This design comes from an exercise in tuning for small area and a short achievable clock period on the open sky130 flow, not from production work. RTL that was checked went through simulation tests only; none was proved equivalent to the original. Only the layout flow was run in run 1; the RTL was not checked for function there. Power and IR drop assume default switching activity.

`design/flow/flow/run.sh`:
```
#!/bin/bash
set -euo pipefail
W=$PWD
rm -rf "$W/scripts_amap"
cp -r "$FLOW_HOME/scripts" "$W/scripts_amap"
cp "$W/flow/abc_area.script" "$W/scripts_amap/abc_area.script"
bash "$W/standard.sh" "SCRIPTS_DIR=$W/scripts_amap" synth > "$W/synth.log" 2>&1
bash "$W/standard.sh" "BUFFER_PORTS_ARGS=-buffer_cell sky130_fd_sc_hd__buf_1" finish > "$W/layout.log" 2>&1
```
`design/flow/flow/abc_area.script`:
```
strash
dch
amap
topo
stime -c
```
`design/flow/standard.sh`:
```
#!/bin/bash
# synth_recipe.tcl (not shown) runs the flow's synth.tcl, then flattens the netlist and writes it again
# the make line also repeats each setting of config.mk as NAME=value (left out here)
make -C /OpenROAD-flow-scripts/flow DESIGN_CONFIG=/design/flow/config.mk WORK_HOME=/design/flow/orfs CLKGATE_MAP_FILE= SYNTH_SCRIPT=/design/flow/synth_recipe.tcl "${@:-finish}"
```
`design/flow/config.mk`:
```
export PLATFORM = sky130hd
export DESIGN_NAME = alu16_reg
export DESIGN_NICKNAME = alu16_reg
export VERILOG_FILES = /design/flow/design.v
export SDC_FILE = /design/flow/constraint.sdc
export NUM_CORES = 4
export LEC_CHECK = 0
export ABC_AREA = 1
export CAP_MARGIN = 20
export CORE_MARGIN = 2
export CORE_UTILIZATION = 40
export CTS_BUF_LIST = sky130_fd_sc_hd__clkbuf_4 sky130_fd_sc_hd__clkbuf_8
export SETUP_SLACK_MARGIN = 2
export SLEW_MARGIN = 20
```
`design/flow/constraint.sdc`:
```
create_clock -name core_clock -period 8.5 [get_ports {clk}]
set_input_delay 1.7000 -clock core_clock [delete_from_list [all_inputs] [get_ports {clk}]]
set_output_delay 1.7000 -clock core_clock [all_outputs]
set_load 0.01 [all_outputs]
```
`design/flow/design.v`:
```
module alu16_reg (
    input             clk,
    input      [15:0] valA,
    input      [15:0] valB,
    input      [ 3:0] aluop,
    input             shift_Dir,
    input             rotator_Dir,
    input             sub,
    output reg [ 3:0] cc,
    output reg [15:0] result
);
    reg [15:0] a_q, b_q;
    reg [ 3:0] op_q;
    reg        sd_q, rd_q, sub_q;
    wire [ 3:0] cc_d;
    wire [15:0] result_d;
    always @(posedge clk) begin
        a_q   <= valA;
        b_q   <= valB;
        op_q  <= aluop;
        sd_q  <= shift_Dir;
        rd_q  <= rotator_Dir;
        sub_q <= sub;
        cc     <= cc_d;
        result <= result_d;
    end
    ALU16 u_alu (a_q, b_q, op_q, sd_q, rd_q, sub_q, cc_d, result_d);
endmodule

module ALU16 (valA, valB, aluop, shift_Dir, rotator_Dir, sub, cc, result);
	input  [15:0] valA;
	input  [15:0] valB;
	input  [ 3:0] aluop;
	input         shift_Dir;
	input         rotator_Dir;
	input         sub;
	output [ 3:0] cc;
	output [15:0] result;
	wire op_add = (aluop == 4'd0);
	wire op_ar  = (aluop[3:1] == 3'd0);           
	wire op_lsh = (aluop == 4'd2) | (aluop == 4'd4);
	wire op_ash = (aluop == 4'd3);
	wire op_rot = (aluop == 4'd5) | (aluop == 4'd6);
	wire op_sh  = op_lsh | op_ash | op_rot;
	wire op_mul = (aluop == 4'd7);
	wire op_and = (aluop == 4'd8);
	wire op_or  = (aluop == 4'd9);
	wire op_not = (aluop == 4'd10);
	wire op_xor = (aluop == 4'd11);
	wire        inv = op_ar & sub;
	wire [15:0] sb  = valB ^ {16{inv}};
	wire [15:0] ap  = valA ^ sb;
	wire [15:0] ag  = valA & sb;
	wire [15:0] sum = cp_s;
	wire        co  = cp_c[16];
	wire        vad = cp_c[16] ^ cp_c[15];
	wire [3:0]  s    = valB[3:0];
	wire        left = op_rot ? rotator_Dir : shift_Dir;
	wire [3:0]  r;
	assign r[0] = s[0];
	assign r[1] = s[1] ^ (~left & s[0]);
	assign r[2] = s[2] ^ (~left & (s[1] | s[0]));
	assign r[3] = s[3] ^ (~left & (s[2] | s[1] | s[0]));
	wire [15:0] r1 = r[0] ? {valA[14:0], valA[15]}  : valA;
	wire [15:0] r2 = r[1] ? {r1[13:0], r1[15:14]}   : r1;
	wire [15:0] r3 = r[2] ? {r2[11:0], r2[15:12]}   : r2;
	wire [15:0] rot = r[3] ? {r3[7:0], r3[15:8]}    : r3;
	wire [15:0] therm;
	genvar k;
	generate for (k = 0; k < 16; k = k + 1) begin : th
		assign therm[k] = (s <= k);
	end endgenerate
	wire [15:0] keep;
	generate for (k = 0; k < 16; k = k + 1) begin : kp
		assign keep[k] = op_rot | (left ? therm[k] : therm[15-k]);
	end endgenerate
	wire        fill = op_ash & ~left & valA[15];
	wire [15:0] shr  = (rot & keep) | ({16{fill}} & ~keep);
	wire        vsh  = ~shift_Dir & (s != 4'd0) & valA[15];
	wire [16:0] ax = {valA[15], valA};
	wire [17:0] yb = {valB[15], valB, 1'b0};
	wire rows_on = |aluop[3:1];
	wire [7:0] one, two, ng;
	genvar j;
	generate for (j = 0; j < 8; j = j + 1) begin : enc
		assign one[j] = rows_on & (yb[2*j+1] ^ yb[2*j]);
		assign two[j] = rows_on & ((yb[2*j+2] & ~yb[2*j+1] & ~yb[2*j]) | (~yb[2*j+2] & yb[2*j+1] & yb[2*j]));
		assign ng[j]  = rows_on & yb[2*j+2];
	end endgenerate
	wire [16:0] pp0;
	assign pp0[0] = (one[0] & ax[0]) ^ ng[0];
	generate for (j = 1; j < 17; j = j + 1) begin : ppg0
		assign pp0[j] = ((one[0] & ax[j]) | (two[0] & ax[j-1])) ^ ng[0];
	end endgenerate
	wire [14:0] pp1;
	assign pp1[0] = (one[1] & ax[0]) ^ ng[1];
	generate for (j = 1; j < 15; j = j + 1) begin : ppg1
		assign pp1[j] = ((one[1] & ax[j]) | (two[1] & ax[j-1])) ^ ng[1];
	end endgenerate
	wire [12:0] pp2;
	assign pp2[0] = (one[2] & ax[0]) ^ ng[2];
	generate for (j = 1; j < 13; j = j + 1) begin : ppg2
		assign pp2[j] = ((one[2] & ax[j]) | (two[2] & ax[j-1])) ^ ng[2];
	end endgenerate
	wire [10:0] pp3;
	assign pp3[0] = (one[3] & ax[0]) ^ ng[3];
	generate for (j = 1; j < 11; j = j + 1) begin : ppg3
		assign pp3[j] = ((one[3] & ax[j]) | (two[3] & ax[j-1])) ^ ng[3];
	end endgenerate
	wire [8:0] pp4;
	assign pp4[0] = (one[4] & ax[0]) ^ ng[4];
	generate for (j = 1; j < 9; j = j + 1) begin : ppg4
		assign pp4[j] = ((one[4] & ax[j]) | (two[4] & ax[j-1])) ^ ng[4];
	end endgenerate
	wire [6:0] pp5;
	assign pp5[0] = (one[5] & ax[0]) ^ ng[5];
	generate for (j = 1; j < 7; j = j + 1) begin : ppg5
		assign pp5[j] = ((one[5] & ax[j]) | (two[5] & ax[j-1])) ^ ng[5];
	end endgenerate
	wire [4:0] pp6;
	assign pp6[0] = (one[6] & ax[0]) ^ ng[6];
	generate for (j = 1; j < 5; j = j + 1) begin : ppg6
		assign pp6[j] = ((one[6] & ax[j]) | (two[6] & ax[j-1])) ^ ng[6];
	end endgenerate
	wire [2:0] pp7;
	assign pp7[0] = (one[7] & ax[0]) ^ ng[7];
	generate for (j = 1; j < 3; j = j + 1) begin : ppg7
		assign pp7[j] = ((one[7] & ax[j]) | (two[7] & ax[j-1])) ^ ng[7];
	end endgenerate
	wire s1, c2;
	assign {c2, s1} = pp0[10] + pp1[8];
	wire s3, c4;
	assign {c4, s3} = pp0[11] + pp1[9];
	wire s5, c6;
	assign {c6, s5} = pp0[12] + pp1[10] + pp2[8];
	wire s7, c8;
	assign {c8, s7} = pp3[6] + pp4[4];
	wire s9, c10;
	assign {c10, s9} = pp0[13] + pp1[11] + pp2[9];
	wire s11, c12;
	assign {c12, s11} = pp3[7] + pp4[5];
	wire s13, c14;
	assign {c14, s13} = pp0[14] + pp1[12] + pp2[10];
	wire s15, c16;
	assign {c16, s15} = pp3[8] + pp4[6] + pp5[4];
	wire s17, c18;
	assign {c18, s17} = pp6[2] + pp7[0];
	wire s19, c20;
	assign {c20, s19} = pp0[15] + pp1[13] + pp2[11];
	wire s21, c22;
	assign {c22, s21} = pp3[9] + pp4[7] + pp5[5];
	wire s23, c24;
	assign {c24, s23} = pp6[3] + pp7[1];
	wire s25, c26;
	assign {c26, s25} = pp0[6] + pp1[4];
	wire s27, c28;
	assign {c28, s27} = pp0[7] + pp1[5];
	wire s29, c30;
	assign {c30, s29} = pp0[8] + pp1[6] + pp2[4];
	wire s31, c32;
	assign {c32, s31} = pp3[2] + pp4[0];
	wire s33, c34;
	assign {c34, s33} = pp0[9] + pp1[7] + pp2[5];
	wire s35, c36;
	assign {c36, s35} = pp3[3] + pp4[1];
	wire s37, c38;
	assign {c38, s37} = s1 + pp2[6] + pp3[4];
	wire s39, c40;
	assign {c40, s39} = pp4[2] + pp5[0] + ng[5];
	wire s41, c42;
	assign {c42, s41} = s3 + pp2[7] + pp3[5];
	wire s43, c44;
	assign {c44, s43} = pp4[3] + pp5[1] + c2;
	wire s45, c46;
	assign {c46, s45} = s5 + s7 + pp5[2];
	wire s47, c48;
	assign {c48, s47} = pp6[0] + ng[6] + c4;
	wire s49, c50;
	assign {c50, s49} = s9 + s11 + pp5[3];
	wire s51, c52;
	assign {c52, s51} = pp6[1] + c6 + c8;
	wire s53, c54;
	assign {c54, s53} = s13 + s15 + s17;
	wire s55, c56;
	assign {c56, s55} = ng[7] + c10 + c12;
	wire s57, c58;
	assign {c58, s57} = s19 + s21 + s23;
	wire s59, c60;
	assign {c60, s59} = c14 + c16 + c18;
	wire s61, c62;
	assign {c62, s61} = pp0[4] + pp1[2];
	wire s63, c64;
	assign {c64, s63} = pp0[5] + pp1[3];
	wire s65, c66;
	assign {c66, s65} = s25 + pp2[2] + pp3[0];
	wire s67, c68;
	assign {c68, s67} = s27 + pp2[3] + pp3[1];
	wire s69, c70;
	assign {c70, s69} = s29 + s31 + ng[4];
	wire s71, c72;
	assign {c72, s71} = s33 + s35 + c30;
	wire s73, c74;
	assign {c74, s73} = s37 + s39 + c34;
	wire s75, c76;
	assign {c76, s75} = s41 + s43 + c38;
	wire s77, c78;
	assign {c78, s77} = s45 + s47 + c42;
	wire s79, c80;
	assign {c80, s79} = s49 + s51 + c46;
	wire s81, c82;
	assign {c82, s81} = s53 + s55 + c50;
	wire s83, c84;
	assign {c84, s83} = s57 + s59 + c54;
	wire s85, c86;
	assign {c86, s85} = pp0[2] + pp1[0];
	wire s87, c88;
	assign {c88, s87} = pp0[3] + pp1[1];
	wire s89, c90;
	assign {c90, s89} = s61 + pp2[0] + ng[2];
	wire s91, c92;
	assign {c92, s91} = s63 + pp2[1] + c62;
	wire s93, c94;
	assign {c94, s93} = s65 + ng[3] + c64;
	wire s95, c96;
	assign {c96, s95} = s67 + c26 + c66;
	wire s97, c98;
	assign {c98, s97} = s69 + c28 + c68;
	wire s99, c100;
	assign {c100, s99} = s71 + c32 + c70;
	wire s101, c102;
	assign {c102, s101} = s73 + c36 + c72;
	wire s103, c104;
	assign {c104, s103} = s75 + c40 + c74;
	wire s105, c106;
	assign {c106, s105} = s77 + c44 + c76;
	wire s107, c108;
	assign {c108, s107} = s79 + c48 + c78;
	wire s109, c110;
	assign {c110, s109} = s81 + c52 + c80;
	wire s111, c112;
	assign {c112, s111} = s83 + c56 + c82;
	wire [15:0] mx = {s111, s109, s107, s105, s103, s101, s99, s97, s95, s93, s91, s89, s87, s85, pp0[1], pp0[0]};
	wire [15:0] my = {c110, c108, c106, c104, c102, c100, c98, c96, c94, c92, c90, c88, c86, ng[1], 1'b0, ng[0]};
	wire [15:0] cx = mx | ({16{op_ar}} & valA);
	wire [15:0] cy = my | ({16{op_ar}} & sb);
	wire [15:0] cp_s;
	wire [16:0] cp_c;
	wire [15:0] cp_p = cx ^ cy;
	wire [15:0] cp_g = cx & cy;
	wire cp_g0 = cp_g[0] | (cp_p[0] & (op_ar & sub));
	wire cp_G1 = cp_g[1] | (cp_p[1] & cp_g0);
	wire cp_G2 = cp_g[3] | (cp_p[3] & cp_g[2]);
	wire cp_P2 = cp_p[3] & cp_p[2];
	wire cp_G3 = cp_g[5] | (cp_p[5] & cp_g[4]);
	wire cp_P3 = cp_p[5] & cp_p[4];
	wire cp_G4 = cp_g[7] | (cp_p[7] & cp_g[6]);
	wire cp_P4 = cp_p[7] & cp_p[6];
	wire cp_G5 = cp_g[9] | (cp_p[9] & cp_g[8]);
	wire cp_P5 = cp_p[9] & cp_p[8];
	wire cp_G6 = cp_g[11] | (cp_p[11] & cp_g[10]);
	wire cp_P6 = cp_p[11] & cp_p[10];
	wire cp_G7 = cp_g[13] | (cp_p[13] & cp_g[12]);
	wire cp_P7 = cp_p[13] & cp_p[12];
	wire cp_G8 = cp_g[15] | (cp_p[15] & cp_g[14]);
	wire cp_P8 = cp_p[15] & cp_p[14];
	wire cp_G9 = cp_g[2] | (cp_p[2] & cp_G1);
	wire cp_G10 = cp_G2 | (cp_P2 & cp_G1);
	wire cp_G11 = cp_g[6] | (cp_p[6] & cp_G3);
	wire cp_P11 = cp_p[6] & cp_P3;
	wire cp_G12 = cp_G4 | (cp_P4 & cp_G3);
	wire cp_P12 = cp_P4 & cp_P3;
	wire cp_G13 = cp_g[10] | (cp_p[10] & cp_G5);
	wire cp_P13 = cp_p[10] & cp_P5;
	wire cp_G14 = cp_G6 | (cp_P6 & cp_G5);
	wire cp_P14 = cp_P6 & cp_P5;
	wire cp_G15 = cp_g[14] | (cp_p[14] & cp_G7);
	wire cp_P15 = cp_p[14] & cp_P7;
	wire cp_G16 = cp_G8 | (cp_P8 & cp_G7);
	wire cp_P16 = cp_P8 & cp_P7;
	wire cp_G17 = cp_g[4] | (cp_p[4] & cp_G10);
	wire cp_G18 = cp_G3 | (cp_P3 & cp_G10);
	wire cp_G19 = cp_G11 | (cp_P11 & cp_G10);
	wire cp_G20 = cp_G12 | (cp_P12 & cp_G10);
	wire cp_G21 = cp_g[12] | (cp_p[12] & cp_G14);
	wire cp_P21 = cp_p[12] & cp_P14;
	wire cp_G22 = cp_G7 | (cp_P7 & cp_G14);
	wire cp_P22 = cp_P7 & cp_P14;
	wire cp_G23 = cp_G15 | (cp_P15 & cp_G14);
	wire cp_P23 = cp_P15 & cp_P14;
	wire cp_G24 = cp_G16 | (cp_P16 & cp_G14);
	wire cp_P24 = cp_P16 & cp_P14;
	wire cp_G25 = cp_g[8] | (cp_p[8] & cp_G20);
	wire cp_G26 = cp_G5 | (cp_P5 & cp_G20);
	wire cp_G27 = cp_G13 | (cp_P13 & cp_G20);
	wire cp_G28 = cp_G14 | (cp_P14 & cp_G20);
	wire cp_G29 = cp_G21 | (cp_P21 & cp_G20);
	wire cp_G30 = cp_G22 | (cp_P22 & cp_G20);
	wire cp_G31 = cp_G23 | (cp_P23 & cp_G20);
	wire cp_G32 = cp_G24 | (cp_P24 & cp_G20);
	assign cp_c[0] = (op_ar & sub);
	assign cp_c[1] = cp_g0;
	assign cp_c[2] = cp_G1;
	assign cp_c[3] = cp_G9;
	assign cp_c[4] = cp_G10;
	assign cp_c[5] = cp_G17;
	assign cp_c[6] = cp_G18;
	assign cp_c[7] = cp_G19;
	assign cp_c[8] = cp_G20;
	assign cp_c[9] = cp_G25;
	assign cp_c[10] = cp_G26;
	assign cp_c[11] = cp_G27;
	assign cp_c[12] = cp_G28;
	assign cp_c[13] = cp_G29;
	assign cp_c[14] = cp_G30;
	assign cp_c[15] = cp_G31;
	assign cp_c[16] = cp_G32;
	assign cp_s = cp_p ^ cp_c[15:0];
	wire [15:0] cp_s_mul = cp_s;
	wire p16 = (((((((pp0[16] ^ pp1[14]) ^ (pp2[12] ^ pp3[10])) ^ ((pp4[8] ^ pp5[6]) ^ (pp6[4] ^ pp7[2]))) ^ ((c20 ^ c22) ^ c24)) ^ (c58 ^ c60)) ^ c84) ^ c112) ^ cp_c[16];
	wire [16:0] prod = {p16, cp_s};
	wire [3:0] tt = {op_and | op_or, op_or | op_xor | op_not, op_or | op_xor, op_not};
	wire [15:0] lgo;
	generate for (k = 0; k < 16; k = k + 1) begin : lu
		assign lgo[k] = valA[k] ? (valB[k] ? tt[3] : tt[2]) : (valB[k] ? tt[1] : tt[0]);
	end endgenerate
	wire [15:0] res_o;
	wire        op_cp = op_ar | op_mul;
	wire [15:0] res = res_o | ({16{op_cp}} & cp_s);
	assign res_o =
		({16{op_sh}}  & shr) |
		lgo;
	assign result = res;
	wire N = res[15];
	wire [15:0] zk = {cp_p[14:0] | cp_g[14:0], op_ar & sub};
	wire        zcp = ~|(cp_p ^ zk);
	wire Z = ~|res_o & (~op_cp | zcp);
	wire C = (op_add & co) | (op_mul & prod[16]);
	wire V = (op_add & vad) | (op_lsh & vsh);
	assign cc = {N, Z, C, V};
endmodule
```
==> results.sh, run 1 <==
export IMPL_status="no timing/DRC/antenna violations"
export IMPL_io_buffers=59
export IMPL_yosysWarnings=1
export IMPL_ios=60
export IMPL_avgRoutedWirePerCell_um=20.2
export IMPL_crit_type="flip-flop to flip-flop"
export IMPL_post_synth_main_area_contributors="dfxtp_1 (17%), fa_1 (13%), o22ai_1 (9.2%)"
export IMPL_path_delay_family="adder cells"
export IMPL_area_growth_pct=14.6
export IMPL_max_slew_margin=0.428
export IMPL_rsz0062_at_grt="true"
export IMPL_overflow=0
export IMPL_yosysUniqueCellTypes=39
export IMPL_wl_met1_um=10700
export IMPL_synth_largest_area_cell="dfxtp_1"
export IMPL_wl_met2_um=11100
export IMPL_cts_sinks=58
export IMPL_final_cell_mix="nor2_1 (153), clkinv_1 (118), o22ai_1 (96), a21oi_1 (78), o21ai_0 (68)"
export IMPL_drc=0
export IMPL_top_layer="met4"
export IMPL_synth_nets=1075
export IMPL_via_count=7760
export IMPL_syn_inst=943
export IMPL_start_util=0.412
export IMPL_cts_buffer_depth=2
export IMPL_ys_seq_elements=58
export IMPL_grt_pass1_wl_um=39200
export IMPL_power_density_nw_per_um2=310
export IMPL_dp_hpwl_um=18600
export IMPL_synth_edf_count=0
export IMPL_netlist_area_leader_share=0.169
export IMPL_whs_ns=0.635
export IMPL_drt_iter0_drc=893
export IMPL_maxCapViolCount=0
export IMPL_dieArea_um2=18200
export IMPL_grt_pass1_vias=6980
export IMPL_fmax_ghz=0.161
export IMPL_crit_path_max_fanout=20
export IMPL_ys_async_sr_fraction=0
export IMPL_grt_max_degree=29
export IMPL_critical_path_arrival_ns=6.48
export IMPL_worstPathRequired_ns=8.77
export IMPL_die_w_um=135
export IMPL_grtUsageTotal=0.280
export IMPL_cts_htree_levels=3
export IMPL_cts_buffers=9
export IMPL_synthFlopType="dfxtp_1"
export IMPL_path_cells="clkinv_1 -> nand2_1 -> nor2_4 -> buf_6 -> or3_4 -> buf_4 -> o22ai_1 -> o21ai_0 -> fa_1 -> clkinv_1 -> fa_1 -> fa_1 -> fa_1 -> o21ai_0 -> ha_1 -> nor2_1 -> a2111oi_1 -> nand3_1 -> a21oi_1"
export IMPL_start_kind="flip-flop"
export IMPL_hold_class="flip-flop to flip-flop"
export IMPL_ant_nets=0
export IMPL_cts_hold_fix_buffers=0
export IMPL_min_period_over_period=0.731
export IMPL_setup_violations=0
export IMPL_clk_latency_ns=0.37
export IMPL_maxSlewViolCount=0
export IMPL_clk_pin_slew_ns=0.08
export IMPL_die_h_um=135
export IMPL_path_buf_inv=4
export IMPL_cpPeakStageDelay_ns=0.78
export IMPL_ir_drop_mv=0.298
export IMPL_setup_tns_ns=0
export IMPL_synth_seq_area_share=0.169
export IMPL_syn_area_um2=6870
export IMPL_n_antenna_cell=0
export IMPL_min_period_ns=6.22
export IMPL_via_per_inst=6.18
export IMPL_crit_top_cell="fa_1"
export IMPL_routed_wl_um=25300
export IMPL_clock_skew_ns=0.0195
export IMPL_finalHoldViolations=0
export IMPL_cts_tree="done"
export IMPL_critPathCaptureType="flip-flop"
export IMPL_layout_drive_gt1_share=0.0705
export IMPL_met3WireLength_um=2380
export IMPL_utilization=0.472
export IMPL_syn_avg_cell_area_um2=7.29
export IMPL_tightest_slew_ns=0.856
export IMPL_layout_commonest_cell="nor2_1"
export IMPL_gp_congestion=1.01
export IMPL_dr_pass1_iters=6
export IMPL_root_buffer="clkbuf_8"
export IMPL_row_count=47
export IMPL_cp_slowest_cell="a2111oi_1"
export IMPL_nets=1162
export IMPL_design_core_area_um2=16700
export IMPL_antenna_found_initial=0
export IMPL_p_leak_nw=2.83
[per-stage QoR]
stage               instance area, um2  total power, mW  setup slack, ns  std cells
floorplan                         6880             1.61             2.14        943
global placement                  7460             2.04             1.41       1234
detailed placement                7470             2.06             1.22       1234
CTS                               7710             2.36             1.85       1250
global route                      7880             2.69             1.95       1255
finish                            7880             2.44             2.28       1255
[cells in the mapped netlist (all sizes together), types with 2 or more instances]
master and number:
a21o 6, a21oi 83, xor2 4, a31oi 4, a221oi 24, a211oi 6
o221ai 32, nor4 3, a22oi 14, dfxtp 58, ha 48, o211ai 3
fa 44, o22ai 101, nor2 156, o21ai 70, a32o 2, nor3 6
o22a 27, or2 18, nand3 8, a311o 5, nor2b 3, a311oi 7
a32oi 3, or3 10, o31ai 2, a31o 3, clkinv 128, nand2 56
[power breakdown]
group          internal (mW)  switching (mW)  total [mW]
clock network          0.154           0.124       0.278
logic                  0.700            1.12        1.82
registers              0.312          0.0243       0.336
total                   1.17            1.27        2.44
[worst min-delay path, stage by stage, from the launching register on]
cell and delay (ns):
dfxtp_1 0.34, o221ai_1 0.08, a32oi_1 0.10, o21ai_0 0.08
[logic make-up (layout without fill, tap and decap cells)]
family	after synthesis	count (layout)	share of synthesized area
xor+xnor	4	4	0.00510
simple gates	263	264	0.160
flops	58	58	0.169
buf+inv	129	220	0.0710
fa+ha+maj	92	92	0.216
compound gates	397	397	0.380
[final timing paths]
| path | from | to | slack, ns | cells past startpoint |
|---|---|---|---|---|
| hold reg to reg | a_q[5] | result[5] | 0.63 | 3 |
| setup reg to reg | op_q[3] | cc[2] | 2.28 | 19 |
| setup / recovery | op_q[3] | cc[2] | 2.28 | 19 |
| hold / removal | a_q[5] | result[5] | 0.63 | 3 |
[registers in the layout, summed over array words and instances (netlist names)]
name and cells:
cc 4, b_q 16, sub_q 1, rd_q 1, a_q 16, op_q 4
result 15, sd_q 1
[metal layers]
layer	track usage	up-vias
li1	-	3713
met3	0.0526	70
met5	0	-
met1	0.380	3561
met2	0.429	416
met4	0.133	0
[final cells by class]
cell class	count	area, um2
Tap cell	220	275
Fill cell	1780	8820
Sequential cell	58	1170
Inverter	128	512
Clock buffer	12	159
Timing Repair Buffer	76	353
Multi-Input combinational cell	757	5360
Clock inverter	4	50.0
[repair_timing]
action	CTS	global route
setup endpoints to repair	5	4
pin swaps	0	6
resized for setup	15	36
setup buffers	0	4
cloned	0	1
==> inputs of run 2 (changes only) <==
--- a/design/flow/design.v
+++ b/design/flow/design.v
@@ -324,15 +324,11 @@
 		assign lgo[k] = valA[k] ? (valB[k] ? tt[3] : tt[2]) : (valB[k] ? tt[1] : tt[0]);
 	end endgenerate
-	wire [15:0] res_o;
-	wire        op_cp = op_ar | op_mul;
-	wire [15:0] res = res_o | ({16{op_cp}} & cp_s);
-	assign res_o =
+	wire [15:0] res =
+		({16{op_ar | op_mul}} & cp_s) |
 		({16{op_sh}}  & shr) |
 		lgo;
 	assign result = res;
 	wire N = res[15];
-	wire [15:0] zk = {cp_p[14:0] | cp_g[14:0], op_ar & sub};
-	wire        zcp = ~|(cp_p ^ zk);
-	wire Z = ~|res_o & (~op_cp | zcp);
+	wire Z = ~|res;
 	wire C = (op_add & co) | (op_mul & prod[16]);
 	wire V = (op_add & vad) | (op_lsh & vsh);
--- a/design/flow/config.mk
+++ b/design/flow/config.mk
@@ -11,4 +11,3 @@
 export CORE_UTILIZATION = 40
 export CTS_BUF_LIST = sky130_fd_sc_hd__clkbuf_4 sky130_fd_sc_hd__clkbuf_8
-export SETUP_SLACK_MARGIN = 2
 export SLEW_MARGIN = 20
==> results.sh, run 2 <==
export IMPL_r2r_setup_slack_ns=1.16
export IMPL_dp_hpwl_um=17000
export IMPL_tightest_slew_ns=0.987
export IMPL_synthFlopType="dfxtp_1"
export IMPL_top_regs="a_q (16), b_q (16), result (15)"
export IMPL_yosysWarnings=1
export IMPL_synth_most_common_cell="nor2_1"
export IMPL_cpPeakStageDelay_ns=0.64
export IMPL_yosys_top_cells_count="nor2_1 (143), o22ai_1 (129), clkinv_1 (100), a21oi_1 (71), dfxtp_1 (58)"
export IMPL_utilization=0.457
export IMPL_crit_path_max_fanout=14
export IMPL_min_period_ns=7.34
export IMPL_cts_tree="done"
export IMPL_final_cell_mix="nor2_1 (143), o22ai_1 (129), clkinv_1 (100), a21oi_1 (71), buf_1 (59)"
export IMPL_nets=1055
export IMPL_overflow=0
export IMPL_hold_class="flip-flop to flip-flop"
export IMPL_clock_skew_ns=0.0101
export IMPL_die_w_um=130
export IMPL_power_density_nw_per_um2=278
export IMPL_synth_nets=969
export IMPL_yosysUniqueCellTypes=39
export IMPL_critPathCaptureType="flip-flop"
export IMPL_via_per_inst=6.06
export IMPL_clk_pin_slew_ns=0.08
export IMPL_start_kind="flip-flop"
export IMPL_ant_nets=0
export IMPL_r2r_cells=25
export IMPL_nFillCells=1583
export IMPL_finalPower_mw=2.00
export IMPL_cts_buffer_depth=2
export IMPL_antenna_found_initial=0
export IMPL_instances_no_fill=1160
export IMPL_syn_area_um2=6340
export IMPL_reg2reg_from="b_q[1]"
export IMPL_syn_inst=853
export IMPL_drc=0
export IMPL_maxSlewViolCount=0
export IMPL_crit_type="flip-flop to flip-flop"
export IMPL_drt_iter0_drc=719
export IMPL_row_count=46
export IMPL_finalHoldViolations=0
export IMPL_netlist_area_leader_share=0.183
export IMPL_root_buffer="clkbuf_8"
export IMPL_cp_endpoint="cc[2]"
export IMPL_cp_depth=25
export IMPL_cts_buffers=9
export IMPL_rsz0062_at_grt="false"
export IMPL_io_buffers=59
export IMPL_crit_top_cell="clkinv_1"
export IMPL_dr_pass1_iters=6
export IMPL_grt_pass1_vias=6514
export IMPL_hold_depth=1
export IMPL_setup_violations=0
export IMPL_grt_max_degree=28
export IMPL_cts_htree_levels=3
export IMPL_crit_start="b_q[1]"
export IMPL_ys_async_sr_fraction=0
export IMPL_max_slew_margin=0.340
export IMPL_synth_edf_count=0
export IMPL_p_leak_nw=2.56
export IMPL_grt_pass1_wl_um=35500
export IMPL_path_buf_inv=4
export IMPL_start_util=0.404
export IMPL_via_count=7033
export IMPL_status="no timing/DRC/antenna violations"
export IMPL_die_h_um=130
export IMPL_clk_latency_ns=0.38
export IMPL_maxCapViolCount=0
export IMPL_dieArea_um2=16900
export IMPL_min_period_over_period=0.863
export IMPL_cts_hold_fix_buffers=0
export IMPL_post_cts_buffers=0
export IMPL_post_synth_main_area_contributors="dfxtp_1 (18%), fa_1 (14%), o22ai_1 (13%)"
export IMPL_ctsResizeCount=0
export IMPL_r2r_end="cc[2]"
export IMPL_syn_avg_cell_area_um2=7.44
export IMPL_ir_drop_mv=0.232
export IMPL_layout_drive_gt1_share=0.0350
export IMPL_cp_slowest_cell="a311oi_1"
export IMPL_gp_congestion=0.968
export IMPL_n_antenna_cell=0
export IMPL_path_delay_family="compound AO/OA/AOI/OAI gates"
export IMPL_avgRoutedWirePerCell_um=19.5
export IMPL_synth_largest_area_cell="dfxtp_1"
export IMPL_design_core_area_um2=15700
export IMPL_worstPathRequired_ns=8.81
export IMPL_ys_seq_elements=58
export IMPL_synth_seq_area_share=0.183
export IMPL_ios=60
export IMPL_area_growth_pct=13.2
export IMPL_fmax_ghz=0.136
export IMPL_critical_path_arrival_ns=7.65
export IMPL_cts_sinks=58
export IMPL_grtUsageTotal=0.277
export IMPL_routed_wl_um=22600
export IMPL_layout_commonest_cell="nor2_1"
export IMPL_placed_cells=1144
export IMPL_setup_tns_ns=0
==> run 2: cell types whose count changed in the layout (fill, tap and decap cells not counted), sizes merged, moves of 14 or more <==
| cell | delta |
|---|---|
| o21ai | -14 |
| or2 | -18 |
| ha | -16 |
| clkinv | -18 |
| o22ai | +28 |
==> run 2: per-layer routing <==
| layer | GRT usage | up-vias | share of wire |
|---|---|---|---|
| met1 | 0.370 | 3238 | 0.44 |
| met4 | 0.126 | 0 | 0.047 |
| met5 | 0 | - | 0 |
| met3 | 0.0689 | 71 | 0.076 |
| met2 | 0.422 | 305 | 0.44 |
| li1 | - | 3419 | - |
==> run 2: kinds of logic after synthesis <==
family,share of synthesized area
adders and majority gates,0.202
AOI/OAI and AO/OA,0.389
buffers and inverters,0.0604
and+or+nand+nor,0.152
xor gates and xnor gates,0.0138
DFF,0.183
==> run 2: worst min path at each step <==
stage / from / endpoint
6_report: sd_q / cc[0]
5_1_grt: sd_q / cc[0]
3_3_place_gp: sd_q / cc[0]
2_1_floorplan: sd_q / cc[0]
4_1_cts: sd_q / cc[0]
3_5_place_dp: sd_q / cc[0]
==> run 2: power breakdown <==
group          switching (mW)  leakage, nW  internal [mW]  total [mW]
Sequential             0.0218        0.488          0.312       0.334
Clock                   0.129        0.106          0.167       0.296
Combinational           0.834         1.96          0.533        1.37
Total                   0.985         2.56           1.01        2.00
==> run 2: stage by stage <==
step | hold slack (ns) | area, um2 | setup slack (ns)
floorplan | 0.444 | 6340 | 1.84
global placement | 0.525 | 6950 | 1.52
detailed placement | 0.525 | 6950 | 1.36
CTS | 0.555 | 7180 | 1.34
global route | 0.565 | 7180 | 0.530
finish | 0.555 | 7180 | 1.16
==> run 2: final cells by class <==
| cell class | count | area, um2 | share of cell area |
|---|---|---|---|
| Multi-Input combinational cell | 694 | 4800 | 0.668 |
| Tap cell | 216 | 270 | 0.0376 |
| Timing Repair Buffer | 76 | 349 | 0.0486 |
| Inverter | 100 | 375 | 0.0523 |
| Sequential cell | 58 | 1160 | 0.162 |
| Clock buffer | 9 | 124 | 0.0173 |
| Clock inverter | 7 | 101 | 0.0141 |
==> inputs of run 3 (changes only) <==
--- a/design/flow/config.mk
+++ b/design/flow/config.mk
@@ -11,3 +11,4 @@
 export CORE_UTILIZATION = 40
 export CTS_BUF_LIST = sky130_fd_sc_hd__clkbuf_4 sky130_fd_sc_hd__clkbuf_8
+export SETUP_SLACK_MARGIN = 1.5
 export SLEW_MARGIN = 20
==> results.sh, run 3 <==
export IMPL_gp_congestion=0.968
export IMPL_area_growth_pct=15.1
export IMPL_synth_edf_count=0
export IMPL_critical_path_arrival_ns=6.68
export IMPL_grt_max_degree=28
export IMPL_place_ws_ns=1.36
export IMPL_cts_buffers=9
export IMPL_yosys_top_cells_count="nor2_1 (143), o22ai_1 (129), clkinv_1 (100), a21oi_1 (71), dfxtp_1 (58)"
export IMPL_min_period_ns=6.37
export IMPL_hold_start="sd_q"
export IMPL_ant_nets=0
export IMPL_synth_most_common_cell="nor2_1"
export IMPL_design_core_area_um2=15700
export IMPL_post_synth_main_area_contributors="dfxtp_1 (18%), fa_1 (14%), o22ai_1 (13%)"
export IMPL_stdcell_area_um2=7300
export IMPL_die_h_um=130
export IMPL_start_util=0.404
export IMPL_syn_avg_cell_area_um2=7.44
export IMPL_yosysUniqueCellTypes=39
export IMPL_hold_class="flip-flop to flip-flop"
export IMPL_place_area_um2=6950
export IMPL_via_count=7076
export IMPL_dp_hpwl_um=17000
export IMPL_ir_drop_mv=0.232
export IMPL_setup_tns_ns=0
export IMPL_maxCapViolCount=0
export IMPL_cts_buffer_depth=2
export IMPL_drt_iter0_drc=813
export IMPL_crit_type="flip-flop to flip-flop"
export IMPL_yosysWarnings=1
export IMPL_nets=1065
export IMPL_top_regs="a_q (16), b_q (16), result (15)"
export IMPL_cts_sinks=58
export IMPL_ios=60
export IMPL_synth_seq_area_share=0.183
export IMPL_netlist_area_leader_share=0.183
export IMPL_finalHoldViolations=0
export IMPL_overflow=0
export IMPL_min_period_over_period=0.750
export IMPL_ys_async_sr_fraction=0
export IMPL_clk_latency_ns=0.38
export IMPL_cts_hold_fix_buffers=0
export IMPL_synth_nets=969
export IMPL_root_buffer="clkbuf_8"
export IMPL_n_antenna_cell=0
export IMPL_dr_pass1_iters=6
export IMPL_worstPathRequired_ns=8.81
export IMPL_grtUsageTotal=0.277
export IMPL_crit_start="b_q[1]"
export IMPL_start_kind="flip-flop"
export IMPL_synthFlopType="dfxtp_1"
export IMPL_layout_commonest_cell="nor2_1"
export IMPL_layout_setup_ws_ns=2.13
export IMPL_tightest_slew_ns=0.969
export IMPL_utilization=0.465
export IMPL_critPathCaptureType="flip-flop"
export IMPL_layout_drive_gt1_share=0.0597
export IMPL_status="no timing/DRC/antenna violations"
export IMPL_syn_inst=853
export IMPL_io_buffers=59
export IMPL_reg2reg_from="b_q[1]"
export IMPL_grt_pass1_vias=6514
export IMPL_cts_htree_levels=3
export IMPL_grt_pass1_wl_um=35500
export IMPL_clk_pin_slew_ns=0.08
export IMPL_fmax_ghz=0.157
export IMPL_syn_area_um2=6340
export IMPL_setup_violations=0
export IMPL_synth_largest_area_cell="dfxtp_1"
export IMPL_maxSlewViolCount=0
export IMPL_max_slew_margin=0.352
export IMPL_ys_seq_elements=58
export IMPL_row_count=46
export IMPL_avgRoutedWirePerCell_um=19.5
export IMPL_final_cell_mix="nor2_1 (142), o22ai_1 (129), clkinv_1 (95), a21oi_1 (71), buf_1 (59)"
export IMPL_crit_path_max_fanout=14
export IMPL_p_leak_nw=2.59
export IMPL_die_w_um=130
export IMPL_dieArea_um2=16900
export IMPL_clock_skew_ns=0.0123
export IMPL_power_density_nw_per_um2=277
export IMPL_cts_tree="done"
export IMPL_whs_ns=0.548
export IMPL_drc=0
export IMPL_routed_wl_um=22800
export IMPL_rsz0062_at_grt="false"
export IMPL_antenna_found_initial=0
export IMPL_via_per_inst=6.05
-- run 3: worst paths after layout --
| kind | to | slack, ns | cells after the start |
|---|---|---|---|
| max reg2reg | cc[2] | 2.13 | 22 |
| min | cc[0] | 0.55 | 1 |
| max | cc[2] | 2.13 | 22 |
| min reg2reg | cc[0] | 0.55 | 1 |
-- run 3: kinds of logic after synthesis --
kind of cell | share of synthesized area
xor+xnor | 0.0138
simple gates | 0.152
fa+ha+maj | 0.202
buf+inv | 0.0604
compound gates | 0.389
flops | 0.183
-- run 3: power by group --
part,internal (mW),switching (mW),leakage [nW]
Combinational,0.547,0.845,2.00
Sequential,0.312,0.0223,0.488
Clock,0.167,0.128,0.106
-- run 3: worst max-delay path, cell delays in order, from the launching register on --
cell	delay (ns)
dfxtp_2	0.52
clkinvlp_4	0.30
o21ai_1	0.27
clkinv_1	0.12
or3_4	0.48
o22ai_1	0.19
a21oi_1	0.11
ha_1	0.30
clkinv_1	0.08
fa_1	0.50
fa_1	0.50
o21ai_0	0.08
ha_1	0.31
and2_0	0.18
o21a_1	0.15
nor2_1	0.08
fa_1	0.39
xnor2_1	0.15
a222oi_1	0.55
o31ai_1	0.30
nor4_1	0.49
nand2_1	0.10
nor3_1	0.13
-- run 3: timing repair --
| action | 4_1_cts | 5_1_grt |
|---|---|---|
| endpoints found under the setup margin | 3 | 6 |
| setup buffers | 0 | 8 |
| cloned | 0 | 2 |
| resized for setup | 1 | 14 |
-- run 3: through the flow --
stage	cells	total power, mW
floorplan	853	1.34
global placement	1144	1.68
detailed placement	1144	1.69
CTS	1160	2.00
global route	1170	2.24
finish	1170	2.02
-- run 3: layout make-up --
class,instances,area [um2]
clock inverters,7,101
repair inverters,2,10.0
repair buffers,84,409
clock buffers,9,124
multi-input cells,694,4830
inverters,100,394
fillers,1573,8410
well taps,216,270
flip-flops and latches,58,1160
-- run 3: layer usage --
layer	vias to the layer above	GRT usage	routed length [um]
met2	315	0.422	9980
li1	3441	-	-
met3	71	0.0689	1790
met4	0	0.126	1010
met1	3249	0.370	9990
met5	-	0	0
==> inputs of run 4 (changes only) <==
--- a/design/flow/config.mk
+++ b/design/flow/config.mk
@@ -11,4 +11,4 @@
 export CORE_UTILIZATION = 40
 export CTS_BUF_LIST = sky130_fd_sc_hd__clkbuf_4 sky130_fd_sc_hd__clkbuf_8
-export SETUP_SLACK_MARGIN = 1.5
+export SETUP_SLACK_MARGIN = 2
 export SLEW_MARGIN = 20
==> results.sh, run 4 <==
export IMPL_rsz0062_at_grt="false"
export IMPL_top_regs="a_q (16), b_q (16), result (15)"
export IMPL_synth_edf_count=0
export IMPL_cts_tree="done"
export IMPL_syn_avg_cell_area_um2=7.44
export IMPL_yosysWarnings=1
export IMPL_critPathCaptureType="flip-flop"
export IMPL_nFillCells=1585
export IMPL_multi_input_area_um2=4860
export IMPL_yosys_top_cells_count="nor2_1 (143), o22ai_1 (129), clkinv_1 (100), a21oi_1 (71), dfxtp_1 (58)"
export IMPL_yosysUniqueCellTypes=39
export IMPL_crit_type="flip-flop to flip-flop"
export IMPL_seqCellArea_um2=1170
export IMPL_cts_sinks=58
export IMPL_hold_class="flip-flop to flip-flop"
export IMPL_n_antenna_cell=0
export IMPL_io_buffers=59
export IMPL_drt_iter0_drc=705
export IMPL_area_growth_pct=14.6
export IMPL_place_ws_ns=1.41
export IMPL_min_period_ns=6.16
export IMPL_nets=1057
export IMPL_final_cell_mix="nor2_1 (142), o22ai_1 (129), clkinv_1 (94), a21oi_1 (70), buf_1 (59)"
export IMPL_syn_area_um2=6340
export IMPL_place_area_um2=6960
export IMPL_synth_largest_area_cell="dfxtp_1"
export IMPL_ir_drop_mv=0.250
export IMPL_tightest_slew_ns=0.901
export IMPL_utilization=0.463
export IMPL_ys_seq_elements=58
export IMPL_design_core_area_um2=15700
export IMPL_cts_buffers=9
export IMPL_maxCapViolCount=0
export IMPL_grt_max_degree=28
export IMPL_routed_wl_um=22900
export IMPL_row_count=46
export IMPL_synth_seq_area_share=0.183
export IMPL_synth_most_common_cell="nor2_1"
export IMPL_maxSlewViolCount=0
export IMPL_clock_skew_ns=0.0107
export IMPL_dp_hpwl_um=17100
export IMPL_setup_tns_ns=0
export IMPL_instances_no_fill=1162
export IMPL_die_w_um=130
export IMPL_layout_drive_gt1_share=0.0560
export IMPL_grt_pass1_wl_um=36000
export IMPL_start_kind="flip-flop"
export IMPL_setup_violations=0
export IMPL_synth_nets=969
export IMPL_ios=60
export IMPL_via_per_inst=6.06
export IMPL_die_h_um=130
export IMPL_clk_latency_ns=0.37
export IMPL_critical_path_arrival_ns=6.46
export IMPL_cts_htree_levels=3
export IMPL_clk_pin_slew_ns=0.08
export IMPL_root_buffer="clkbuf_8"
export IMPL_p_leak_nw=2.58
export IMPL_placed_cells=1145
export IMPL_ant_nets=0
export IMPL_cts_buffer_depth=2
export IMPL_stdcell_area_um2=7270
export IMPL_power_density_nw_per_um2=285
export IMPL_antenna_found_initial=0
export IMPL_min_period_over_period=0.724
export IMPL_finalHoldViolations=0
export IMPL_gp_congestion=0.944
export IMPL_max_slew_margin=0.399
export IMPL_start_util=0.404
export IMPL_layout_commonest_cell="nor2_1"
export IMPL_ys_async_sr_fraction=0
export IMPL_finalPower_mw=2.07
export IMPL_grtUsageTotal=0.282
export IMPL_status="no timing/DRC/antenna violations"
export IMPL_drc=0
export IMPL_synthFlopType="dfxtp_1"
export IMPL_grt_pass1_vias=6484
export IMPL_via_count=7042
export IMPL_dieArea_um2=16900
export IMPL_worstPathRequired_ns=8.80
export IMPL_dr_pass1_iters=6
export IMPL_overflow=0
export IMPL_syn_inst=853
export IMPL_post_synth_main_area_contributors="dfxtp_1 (18%), fa_1 (14%), o22ai_1 (13%)"
export IMPL_fmax_ghz=0.162
export IMPL_crit_path_max_fanout=14
export IMPL_netlist_area_leader_share=0.183
export IMPL_layout_setup_ws_ns=2.34
export IMPL_post_cts_buffers=0
export IMPL_whs_ns=0.554
export IMPL_avgRoutedWirePerCell_um=19.7
run 4: cell counts after synthesis:
Identical to the previous run, type by type.
run 4: per-layer routing:
layer / track usage / up-vias / share of wire
met4: 0.123 / 0 / 0.044
li1: - / 3438 / -
met1: 0.379 / 3178 / 0.43
met2: 0.436 / 354 / 0.44
met3: 0.0636 / 72 / 0.085
met5: 0 / - / 0
run 4: worst max-delay path, cell delays in order (launching register included):
cell and delay, ns:
dfxtp_2 0.45, clkinv_2 0.20, o21ai_1 0.27, clkinv_1 0.12, or3_4 0.47, o22ai_1 0.20
o21ai_0 0.13, ha_1 0.30, clkinv_1 0.08, fa_1 0.51, fa_1 0.55, clkinv_1 0.08
fa_1 0.46, o21bai_1 0.17, ha_1 0.38, a21oi_1 0.15, nor2_1 0.08, a311oi_4 0.35
nor3_1 0.13, nor3_2 0.21, clkinv_1 0.13, nor2_1 0.10, o31ai_1 0.10, nor4_1 0.24
nand2_1 0.08, nor3_1 0.13
run 4: worst paths after layout:
kind / from / depth (start not counted) / slack (ns) / end
max: b_q[2] / 25 / 2.34 / cc[2]
min: sd_q / 1 / 0.55 / cc[0]
max reg2reg: b_q[2] / 25 / 2.34 / cc[2]
min reg2reg: sd_q / 1 / 0.55 / cc[0]
run 4: repair_timing:
| item | CTS | global route |
|---|---|---|
| hold buffers | 0 | 0 |
| gates resized for setup | 8 | 15 |
| gates cloned | 0 | 1 |
| hold endpoints to repair | 0 | 0 |
| endpoints found under the setup margin | 7 | 4 |
run 4: kinds of logic (layout without fill, tap and decap cells):
| group | Yosys count | after routing | share of synthesized area |
|---|---|---|---|
| AND/OR/NAND/NOR | 233 | 233 | 0.152 |
| flip-flops | 58 | 58 | 0.183 |
| XOR/XNOR | 10 | 10 | 0.0138 |
| AO/OA/AOI/OAI | 375 | 375 | 0.389 |
| adder cells (fa/ha/maj) | 76 | 76 | 0.202 |
| buffers and inverters | 101 | 194 | 0.0604 |
run 4: layout make-up:
cell class | count | share of cell area
clock buffers | 9 | 0.0170
clock inverters | 7 | 0.0139
inverters | 100 | 0.0534
multi-input cells | 694 | 0.668
flip-flops and latches | 58 | 0.160
well taps | 216 | 0.0372
repair buffers | 77 | 0.0491
repair inverters | 1 | 0.000688
run 4: where the power goes:
part	leakage (nW)	switching (mW)	total [mW]	internal, mW
clock	0.106	0.129	0.296	0.167
combinational	1.99	0.876	1.44	0.566
sequential	0.488	0.0228	0.335	0.312
==> inputs of run 5 (changes only) <==
--- a/design/flow/config.mk
+++ b/design/flow/config.mk
@@ -7,8 +7,8 @@
 export LEC_CHECK = 0
 export ABC_AREA = 1
-export CAP_MARGIN = 20
+export CAP_MARGIN = 0
 export CORE_MARGIN = 2
 export CORE_UTILIZATION = 40
 export CTS_BUF_LIST = sky130_fd_sc_hd__clkbuf_4 sky130_fd_sc_hd__clkbuf_8
 export SETUP_SLACK_MARGIN = 2
-export SLEW_MARGIN = 20
+export SLEW_MARGIN = 0
==> results.sh, run 5 <==
export IMPL_crit_top_cell="clkinv_1"
export IMPL_critPathCaptureType="flip-flop"
export IMPL_nets=1057
export IMPL_start_kind="flip-flop"
export IMPL_antenna_found_initial=0
export IMPL_status="no timing/DRC/antenna violations"
export IMPL_row_count=46
export IMPL_post_synth_main_area_contributors="dfxtp_1 (18%), fa_1 (14%), o22ai_1 (13%)"
export IMPL_min_period_over_period=0.724
export IMPL_die_w_um=130
export IMPL_syn_area_um2=6340
export IMPL_ys_seq_elements=58
export IMPL_final_cell_mix="nor2_1 (142), o22ai_1 (129), clkinv_1 (94), a21oi_1 (70), buf_1 (59)"
export IMPL_hold_class="flip-flop to flip-flop"
export IMPL_clk_pin_slew_ns=0.08
export IMPL_finalHoldViolations=0
export IMPL_gp_congestion=0.944
export IMPL_path_delay_family="adder cells"
export IMPL_path_buf_inv=5
export IMPL_drt_iter0_drc=705
export IMPL_cts_tree="done"
export IMPL_cts_buffers=9
export IMPL_start_util=0.404
export IMPL_via_count=7042
export IMPL_setup_tns_ns=0
export IMPL_worstPathRequired_ns=8.80
export IMPL_drc=0
export IMPL_yosys_top_cells_count="nor2_1 (143), o22ai_1 (129), clkinv_1 (100), a21oi_1 (71), dfxtp_1 (58)"
export IMPL_synth_most_common_cell="nor2_1"
export IMPL_yosysWarnings=1
export IMPL_whs_ns=0.554
export IMPL_power_density_nw_per_um2=285
export IMPL_root_buffer="clkbuf_8"
export IMPL_max_slew_margin=0.399
export IMPL_die_h_um=130
export IMPL_critical_path_arrival_ns=6.46
export IMPL_area_growth_pct=14.6
export IMPL_crit_type="flip-flop to flip-flop"
export IMPL_grt_max_degree=28
export IMPL_ios=60
export IMPL_grtUsageTotal=0.282
export IMPL_min_period_ns=6.16
export IMPL_layout_commonest_cell="nor2_1"
export IMPL_io_buffers=59
export IMPL_syn_inst=853
export IMPL_routed_wl_um=22900
export IMPL_fmax_ghz=0.162
export IMPL_synthFlopType="dfxtp_1"
export IMPL_cpPeakStageDelay_ns=0.55
export IMPL_post_cts_buffers=0
export IMPL_avgRoutedWirePerCell_um=19.7
export IMPL_utilization=0.463
export IMPL_ir_drop_mv=0.250
export IMPL_ys_async_sr_fraction=0
export IMPL_synth_largest_area_cell="dfxtp_1"
export IMPL_syn_avg_cell_area_um2=7.44
export IMPL_netlist_area_leader_share=0.183
export IMPL_synth_seq_area_share=0.183
export IMPL_grt_pass1_wl_um=36000
export IMPL_dieArea_um2=16900
export IMPL_via_per_inst=6.06
export IMPL_synth_edf_count=0
export IMPL_n_antenna_cell=0
export IMPL_rsz0062_at_grt="false"
export IMPL_dr_pass1_iters=6
export IMPL_nFillCells=1585
export IMPL_overflow=0
export IMPL_dp_hpwl_um=17100
export IMPL_setup_violations=0
export IMPL_tightest_slew_ns=0.901
export IMPL_cp_slowest_cell="fa_1"
export IMPL_p_leak_nw=2.58
export IMPL_cts_htree_levels=3
export IMPL_yosysUniqueCellTypes=39
export IMPL_grt_pass1_vias=6484
export IMPL_top_regs="a_q (16), b_q (16), result (15)"
export IMPL_clock_skew_ns=0.0107
export IMPL_synth_nets=969
export IMPL_cts_buffer_depth=2
export IMPL_maxCapViolCount=0
export IMPL_maxSlewViolCount=0
export IMPL_design_core_area_um2=15700
export IMPL_ant_nets=0
export IMPL_clk_latency_ns=0.37
export IMPL_layout_drive_gt1_share=0.0560
export IMPL_crit_path_max_fanout=14
export IMPL_cts_sinks=58
[run 5: repair_timing]
| item | CTS | global route |
|---|---|---|
| setup endpoints to repair | 7 | 4 |
| hold buffers | 0 | 0 |
| gates cloned | 0 | 1 |
| gates resized for setup | 8 | 15 |
[run 5: report_power, final]
part           switching, mW  leakage (nW)  internal [mW]
clock                  0.129         0.106          0.167
combinational          0.876          1.99          0.566
sequential            0.0228         0.488          0.312
total                   1.03          2.58           1.04
[run 5: per-layer routing]
metal | up-vias | track usage | wire [um]
met5 | - | 0 | 0
met4 | 0 | 0.123 | 1010
met3 | 72 | 0.0636 | 1960
met2 | 354 | 0.436 | 10000
met1 | 3178 | 0.379 | 9950
li1 | 3438 | - | -
[run 5: cell type report]
type / count / area [um2] / share of cell area
multi-input cells: 694 / 4860 / 0.668
flip-flops and latches: 58 / 1170 / 0.160
inverters: 100 / 388 / 0.0534
repair buffers: 77 / 357 / 0.0491
well taps: 216 / 270 / 0.0372
clock buffers: 9 / 124 / 0.0170
clock inverters: 7 / 101 / 0.0139
repair inverters: 1 / 5.00 / 0.000688
[run 5: final timing paths]
kind                             start    end  slack, ns  depth (start not counted)
worst max-delay path            b_q[2]  cc[2]       2.34                         25
worst min-delay path              sd_q  cc[0]       0.55                          1
worst max register to register  b_q[2]  cc[2]       2.34                         25
worst min register to register    sd_q  cc[0]       0.55                          1
[run 5: stage by stage]
step / std cells / power [mW] / setup WS [ns] / cell area [um2]
after global placement: 1145 / 1.68 / 1.61 / 6960
after CTS: 1161 / 2.02 / 2.01 / 7200
after floorplan: 853 / 1.34 / 2.19 / 6340
after global routing: 1162 / 2.28 / 2.00 / 7270
after detailed placement: 1145 / 1.69 / 1.41 / 6960
final: 1162 / 2.07 / 2.34 / 7270
[run 5: cell families after synthesis]
family / count (synthesis) / synth area share
compound gates: 375 / 0.389
simple gates: 233 / 0.152
buf+inv: 101 / 0.0604
fa+ha+maj: 76 / 0.202
flops: 58 / 0.183
xor+xnor: 10 / 0.0138
==> inputs of run 6 (changes only) <==
--- a/design/flow/config.mk
+++ b/design/flow/config.mk
@@ -7,8 +7,9 @@
 export LEC_CHECK = 0
 export ABC_AREA = 1
-export CAP_MARGIN = 0
+export CAP_MARGIN = 20
 export CORE_MARGIN = 2
 export CORE_UTILIZATION = 40
 export CTS_BUF_LIST = sky130_fd_sc_hd__clkbuf_4 sky130_fd_sc_hd__clkbuf_8
-export SETUP_SLACK_MARGIN = 2
-export SLEW_MARGIN = 0
+export GPL_TIMING_DRIVEN = 1
+export SETUP_SLACK_MARGIN = 2.3
+export SLEW_MARGIN = 20
==> results.sh, run 6 <==
export IMPL_status="no timing/DRC/antenna violations"
export IMPL_setup_violations=0
export IMPL_cts_buffers=9
export IMPL_via_per_inst=6.16
export IMPL_maxCapViolCount=0
export IMPL_root_buffer="clkbuf_8"
export IMPL_io_buffers=59
export IMPL_tightest_slew_ns=0.950
export IMPL_syn_avg_cell_area_um2=7.44
export IMPL_maxSlewViolCount=0
export IMPL_synth_most_common_cell="nor2_1"
export IMPL_start_util=0.404
export IMPL_clk_pin_slew_ns=0.08
export IMPL_dp_hpwl_um=17300
export IMPL_nFillCells=1614
export IMPL_cts_htree_levels=3
export IMPL_p_leak_nw=2.67
export IMPL_hold_depth=2
export IMPL_ir_drop_mv=0.179
export IMPL_p_comb_frac=0.686
export IMPL_min_period_ns=5.91
export IMPL_design_core_area_um2=15700
export IMPL_path_buf_inv=4
export IMPL_crit_path_max_fanout=20
export IMPL_ant_nets=0
export IMPL_row_count=46
export IMPL_cts_sinks=58
export IMPL_r2r_cells=25
export IMPL_n_antenna_cell=0
export IMPL_netSwitchingPower_mw=1.03
export IMPL_synth_seq_area_share=0.183
export IMPL_drc=0
export IMPL_switching_share=0.487
export IMPL_antenna_found_initial=0
export IMPL_overflow=0
export IMPL_max_slew_margin=0.361
export IMPL_synthFlopType="dfxtp_1"
export IMPL_worstPathRequired_ns=8.80
export IMPL_cpPeakStageDelay_ns=0.55
export IMPL_grt_pass1_wl_um=36000
export IMPL_path_delay_family="adder cells"
export IMPL_nets=1066
export IMPL_yosysWarnings=1
export IMPL_avgRoutedWirePerCell_um=20.3
export IMPL_post_synth_main_area_contributors="dfxtp_1 (18%), fa_1 (14%), o22ai_1 (13%)"
export IMPL_grt_pass1_vias=6483
export IMPL_power_density_nw_per_um2=284
export IMPL_dr_pass1_iters=7
export IMPL_finalHoldViolations=0
export IMPL_cts_tree="done"
export IMPL_routed_wl_um=23800
export IMPL_crit_type="flip-flop to flip-flop"
export IMPL_rsz0062_at_grt="false"
export IMPL_dieArea_um2=16900
export IMPL_area_growth_pct=18.2
export IMPL_utilization=0.477
export IMPL_synth_nets=969
export IMPL_cp_depth=25
export IMPL_grtUsageTotal=0.281
export IMPL_ys_async_sr_fraction=0
export IMPL_grt_max_degree=28
export IMPL_critical_path_arrival_ns=6.21
export IMPL_netlist_area_leader_share=0.183
export IMPL_ys_seq_elements=58
export IMPL_die_w_um=130
export IMPL_syn_inst=853
export IMPL_layout_setup_ws_ns=2.59
export IMPL_clk_latency_ns=0.38
export IMPL_place_ws_ns=1.28
export IMPL_start_kind="flip-flop"
export IMPL_setup_tns_ns=0
export IMPL_cts_buffer_depth=2
export IMPL_top_regs="a_q (16), b_q (16), result (15)"
export IMPL_clock_skew_ns=0.0188
export IMPL_layout_drive_gt1_share=0.0953
export IMPL_cts_hold_fix_buffers=0
export IMPL_via_count=7211
export IMPL_drt_iter0_drc=718
export IMPL_power_frac_seq=0.159
export IMPL_final_cell_mix="nor2_1 (138), o22ai_1 (123), clkinv_1 (90), a21oi_1 (65), buf_1 (59)"
export IMPL_syn_area_um2=6340
export IMPL_critPathCaptureType="flip-flop"
export IMPL_yosysUniqueCellTypes=39
export IMPL_synth_largest_area_cell="dfxtp_1"
export IMPL_p_clk_frac=0.156
export IMPL_ios=60
export IMPL_die_h_um=130
export IMPL_fmax_ghz=0.169
export IMPL_cp_slowest_cell="fa_1"
export IMPL_gp_congestion=1.01
export IMPL_min_period_over_period=0.695
export IMPL_finalPower_mw=2.13
export IMPL_yosys_top_cells_count="nor2_1 (143), o22ai_1 (129), clkinv_1 (100), a21oi_1 (71), dfxtp_1 (58)"
export IMPL_hold_class="flip-flop to flip-flop"
export IMPL_internal_power_mw=1.09
export IMPL_synth_edf_count=0
export IMPL_layout_commonest_cell="nor2_1"
## run 6: repair_timing
item | 4_1_cts | 5_1_grt
setup endpoints to repair | 7 | 5
pin swaps | 1 | 5
cloned | 0 | 2
resized for setup | 18 | 43
buffers inserted | 1 | 10
## run 6: power groups by stage
stage / logic, mW / registers [mW] / clock network [mW]
3_3_place_gp: 1.34 / 0.342 / 0
2_1_floorplan: 0.991 / 0.350 / 0
6_report: 1.46 / 0.337 / 0.330
4_1_cts: 1.40 / 0.337 / 0.339
5_1_grt: 1.63 / 0.341 / 0.351
3_5_place_dp: 1.34 / 0.342 / 0
## run 6: area by class of cell
type                            instances  area (um2)  share of cell area
Tap cell                              216         270              0.0361
Inverter                              100         403              0.0538
Timing Repair inverter                  1        7.51             0.00100
Multi-Input combinational cell        695        4970               0.663
Timing Repair Buffer                   85         418              0.0558
Sequential cell                        58        1170               0.157
Clock inverter                          7         125              0.0167
Clock buffer                            9         124              0.0165
## run 6: worst register-to-register path: stages, from the launching register on
cell      delay, ns
dfxtp_1        0.33
clkinv_1       0.11
nand2_2        0.10
nor2_2         0.07
buf_6          0.20
or3_4          0.45
buf_2          0.20
o22ai_2        0.14
nor2_1         0.09
a21oi_2        0.16
fa_1           0.46
fa_1           0.53
fa_1           0.54
fa_1           0.55
o21ai_0        0.08
ha_1           0.33
and2_0         0.19
nor2_1         0.11
nor2_1         0.07
nor3_2         0.25
inv_2          0.06
nor2_1         0.09
o31ai_1        0.12
nor4_2         0.39
nand2_1        0.09
nor3_1         0.13
## run 6: cell families (layout without fill, tap and decap cells)
logic type | Yosys count | after routing | synth area share
DFF | 58 | 58 | 0.183
AOI/OAI and AO/OA | 375 | 375 | 0.389
buffers and inverters | 101 | 202 | 0.0604
xor gates and xnor gates | 10 | 10 | 0.0138
and+or+nand+nor | 233 | 234 | 0.152
adders and majority gates | 76 | 76 | 0.202
## run 6: metrics by stage
step	cell area, um2	cells	hold slack [ns]
floorplan	6350	853	0.444
global placement	6940	1141	0.543
detailed placement	6940	1141	0.559
CTS	7240	1158	0.579
global route	7490	1171	0.598
finish	7490	1171	0.580
## run 6: final timing paths
kind / start / slack [ns] / endpoint
max: op_q[2] / 2.59 / cc[2]
min reg2reg: a_q[3] / 0.58 / result[3]
min: a_q[3] / 0.58 / result[3]
max reg2reg: op_q[2] / 2.59 / cc[2]
## run 6: per-layer routing
| metal | vias to the layer above | track usage | part of all wire | routed length, um |
|---|---|---|---|---|
| met4 | 0 | 0.121 | 0.036 | 849 |
| met5 | - | 0 | 0 | 0 |
| met3 | 65 | 0.0685 | 0.099 | 2350 |
| li1 | 3459 | - | - | - |
| met2 | 376 | 0.425 | 0.44 | 10500 |
| met1 | 3311 | 0.383 | 0.42 | 10100 |
==> inputs of run 7 (changes only) <==
==> design/flow/flow/abc_area.script (replaced) <==
strash
dc2
dch -f
amap
topo
stime -c
--- a/design/flow/config.mk
+++ b/design/flow/config.mk
@@ -11,5 +11,4 @@
 export CORE_UTILIZATION = 40
 export CTS_BUF_LIST = sky130_fd_sc_hd__clkbuf_4 sky130_fd_sc_hd__clkbuf_8
-export GPL_TIMING_DRIVEN = 1
 export SETUP_SLACK_MARGIN = 2.3
 export SLEW_MARGIN = 20
==> results.sh, run 7 <==
export IMPL_status="no timing/DRC/antenna violations"
export IMPL_ir_drop_mv=0.211
export IMPL_root_buffer="clkbuf_8"
export IMPL_start_kind="flip-flop"
export IMPL_worstPathRequired_ns=8.82
export IMPL_utilization=0.482
export IMPL_met2_usage=0.468
export IMPL_row_count=46
export IMPL_dp_hpwl_um=18600
export IMPL_yosysUniqueCellTypes=39
export IMPL_cts_buffers=9
export IMPL_syn_area_um2=6390
export IMPL_finalPower_mw=2.01
export IMPL_p_leak_nw=2.69
export IMPL_yosys_top_cells_count="nor2_1 (134), o22ai_1 (112), clkinv_1 (101), o21ai_0 (91)"
export IMPL_min_period_ns=5.96
export IMPL_die_h_um=130
export IMPL_layout_commonest_cell="nor2_1"
export IMPL_io_buffers=59
export IMPL_synthFlopType="dfxtp_1"
export IMPL_post_synth_main_area_contributors="dfxtp_1 (18%), fa_1 (14%), o22ai_1 (11%)"
export IMPL_layout_drive_gt1_share=0.0931
export IMPL_dieArea_um2=17000
export IMPL_design_core_area_um2=15800
export IMPL_via_per_inst=6.22
export IMPL_crit_type="flip-flop to flip-flop"
export IMPL_routed_wl_um=26000
export IMPL_ios=60
export IMPL_clk_latency_ns=0.39
export IMPL_grt_use_met1=0.417
export IMPL_synth_most_common_cell="nor2_1"
export IMPL_overflow=0
export IMPL_max_slew_margin=0.388
export IMPL_r2r_setup_slack_ns=2.54
export IMPL_maxSlewViolCount=0
export IMPL_grt_pass1_vias=6943
export IMPL_finalHoldViolations=0
export IMPL_whs_ns=0.661
export IMPL_critPathCaptureType="flip-flop"
export IMPL_tightest_slew_ns=0.909
export IMPL_cts_htree_levels=3
export IMPL_area_growth_pct=18.9
export IMPL_cts_sinks=58
export IMPL_grt_pass1_wl_um=39200
export IMPL_cts_tree="done"
export IMPL_clk_pin_slew_ns=0.10
export IMPL_grt_max_degree=32
export IMPL_crit_path_max_fanout=29
export IMPL_ys_async_sr_fraction=0
export IMPL_hold_class="flip-flop to flip-flop"
export IMPL_synth_nets=997
export IMPL_nets=1099
export IMPL_clock_skew_ns=0.0286
export IMPL_cts_buffer_depth=2
export IMPL_dr_pass1_iters=7
export IMPL_fmax_ghz=0.168
export IMPL_top_regs="a_q (16), b_q (16), result (15)"
export IMPL_die_w_um=130
export IMPL_via_count=7491
export IMPL_start_util=0.405
export IMPL_maxCapViolCount=0
export IMPL_yosysWarnings=1
export IMPL_ant_nets=0
export IMPL_gp_congestion=0.976
export IMPL_place_ws_ns=1.38
export IMPL_rsz0062_at_grt="true"
export IMPL_n_antenna_cell=0
export IMPL_drc=0
export IMPL_final_cell_mix="nor2_1 (129), o22ai_1 (110), o21ai_0 (89), clkinv_1 (85), nand2_1 (73)"
export IMPL_synth_seq_area_share=0.182
export IMPL_synth_edf_count=0
export IMPL_netlist_area_leader_share=0.182
export IMPL_syn_avg_cell_area_um2=7.26
export IMPL_critical_path_arrival_ns=6.28
export IMPL_power_density_nw_per_um2=265
export IMPL_syn_inst=881
export IMPL_synth_largest_area_cell="dfxtp_1"
export IMPL_drt_iter0_drc=848
export IMPL_ys_seq_elements=58
export IMPL_setup_violations=0
export IMPL_layout_setup_ws_ns=2.54
export IMPL_antenna_found_initial=0
export IMPL_top_usage_layer="met2"
export IMPL_avgRoutedWirePerCell_um=21.6
export IMPL_grtUsageMet3=0.0843
export IMPL_setup_tns_ns=0
export IMPL_min_period_over_period=0.701
export IMPL_grtUsageTotal=0.310
run 7: cell types whose count changed after synthesis, sizes merged, moves of 9 or more:
| cell | change |
|---|---|
| o221a | -12 |
| o22ai | -17 |
| nand2 | +29 |
| o21ai | +35 |
| nor2 | -9 |
| nor3 | -13 |
| a22oi | -10 |
run 7: repair_timing:
action,4_1_cts,5_1_grt
hold buffers,0,0
cloned,2,1
setup endpoints to repair,7,5
pin swaps,1,5
hold endpoints to repair,0,0
resized for setup,28,29
buffers inserted,7,10
run 7: stage by stage:
stage / instances / cell area [um2]
after floorplan: 881 / 6410
after global placement: 1168 / 6990
after detailed placement: 1168 / 6990
after CTS: 1193 / 7380
after global routing: 1204 / 7600
final: 1204 / 7600
run 7: where the power goes:
| part | internal [mW] | switching [mW] |
|---|---|---|
| Clock | 0.189 | 0.131 |
| Combinational | 0.537 | 0.819 |
| Sequential | 0.310 | 0.0264 |
run 7: cell type report:
type | count | area [um2]
Fill cell | 1647 | 8170
Multi-Input combinational cell | 723 | 4990
Sequential cell | 58 | 1170
Timing Repair Buffer | 90 | 480
Inverter | 101 | 447
Tap cell | 216 | 270
Clock buffer | 12 | 165
Clock inverter | 4 | 72.6
run 7: per-layer routing:
layer  wire length [um]  vias up  share of wire
met5                  0        -              0
met4               1240        0          0.048
met3               2670      100           0.10
met2              11200      444           0.43
met1              10900     3431           0.42
li1                   -     3516              -
run 7: cell families (layout without fill, tap and decap cells):
logic type                 after synthesis  after routing  synth area share
AOI/OAI and AO/OA                      401            401             0.400
xor gates and xnor gates                 3              3           0.00411
adders and majority gates               76             76             0.200
buffers and inverters                  102            207            0.0605
DFF                                     58             58             0.182
and+or+nand+nor                        241            243             0.153
run 7: final timing paths:
kind              startpoint     to  depth (start not counted)
setup reg to reg      b_q[1]  cc[2]                         21
hold / removal       op_q[0]  cc[1]                          3
hold reg to reg      op_q[0]  cc[1]                          3
setup / recovery      b_q[1]  cc[2]                         21
run 7: worst max-delay path, cell delays in order (launching register included):
cell and delay [ns]:
dfxtp_4 0.45, clkinv_8 0.15, ha_1 0.37, nand2_4 0.19, o22ai_2 0.11, nand2_1 0.09
o21ai_0 0.08, ha_1 0.29, clkinv_1 0.08, fa_1 0.54, clkinv_1 0.08, fa_1 0.46
o21bai_1 0.16, ha_1 0.30, nor2b_1 0.20, nor2_2 0.07, fa_1 0.50, o221ai_1 0.15
or4_1 0.48, or4_1 0.48, or4_1 0.51, nor3_1 0.16

[separate check: timing with driven ports]
How much do the figures lean on ideal ports? The routed layouts below were timed once more, with nothing changed but the port constraints. Step 1, drivers: a clkbuf_16 drives clk and a buf_2 each remaining input, both assumed. Step 2 also shifts input and output timing later by t, the mid clock arrival at the registers, as if the neighbouring blocks saw the same clock. Three values: ideal ports, drivers, drivers and shift; two values: the first two.
| run | t, ns | slack for setup (ns) | worst hold slack (ns) | clock arrival spread, ns | worst register clock-pin slew, ns |
|---|---|---|---|---|---|
| run 1 | 0.401 | 2.284 / 2.284 / 2.284 | 0.635 / 0.635 / 0.635 | 0.019 / 0.019 | 0.08 / 0.08 |
| run 2 | 0.414 | 1.163 / 1.163 / 1.163 | 0.555 / 0.555 / 0.555 | 0.012 / 0.011 | 0.08 / 0.08 |
| run 3 | 0.405 | 2.127 / 2.127 / 2.127 | 0.548 / 0.548 / 0.548 | 0.013 / 0.013 | 0.08 / 0.08 |
| run 4 | 0.408 | 2.344 / 2.344 / 2.344 | 0.554 / 0.554 / 0.554 | 0.011 / 0.011 | 0.08 / 0.08 |
| run 5 | 0.408 | 2.344 / 2.344 / 2.344 | 0.554 / 0.554 / 0.554 | 0.011 / 0.011 | 0.08 / 0.08 |
| run 6 | 0.410 | 2.591 / 2.591 / 2.591 | 0.580 / 0.580 / 0.580 | 0.018 / 0.018 | 0.09 / 0.09 |
| run 7 | 0.413 | 2.540 / 2.540 / 2.540 | 0.661 / 0.661 / 0.661 | 0.029 / 0.029 | 0.10 / 0.10 |
After both steps every run listed still meets setup and hold.
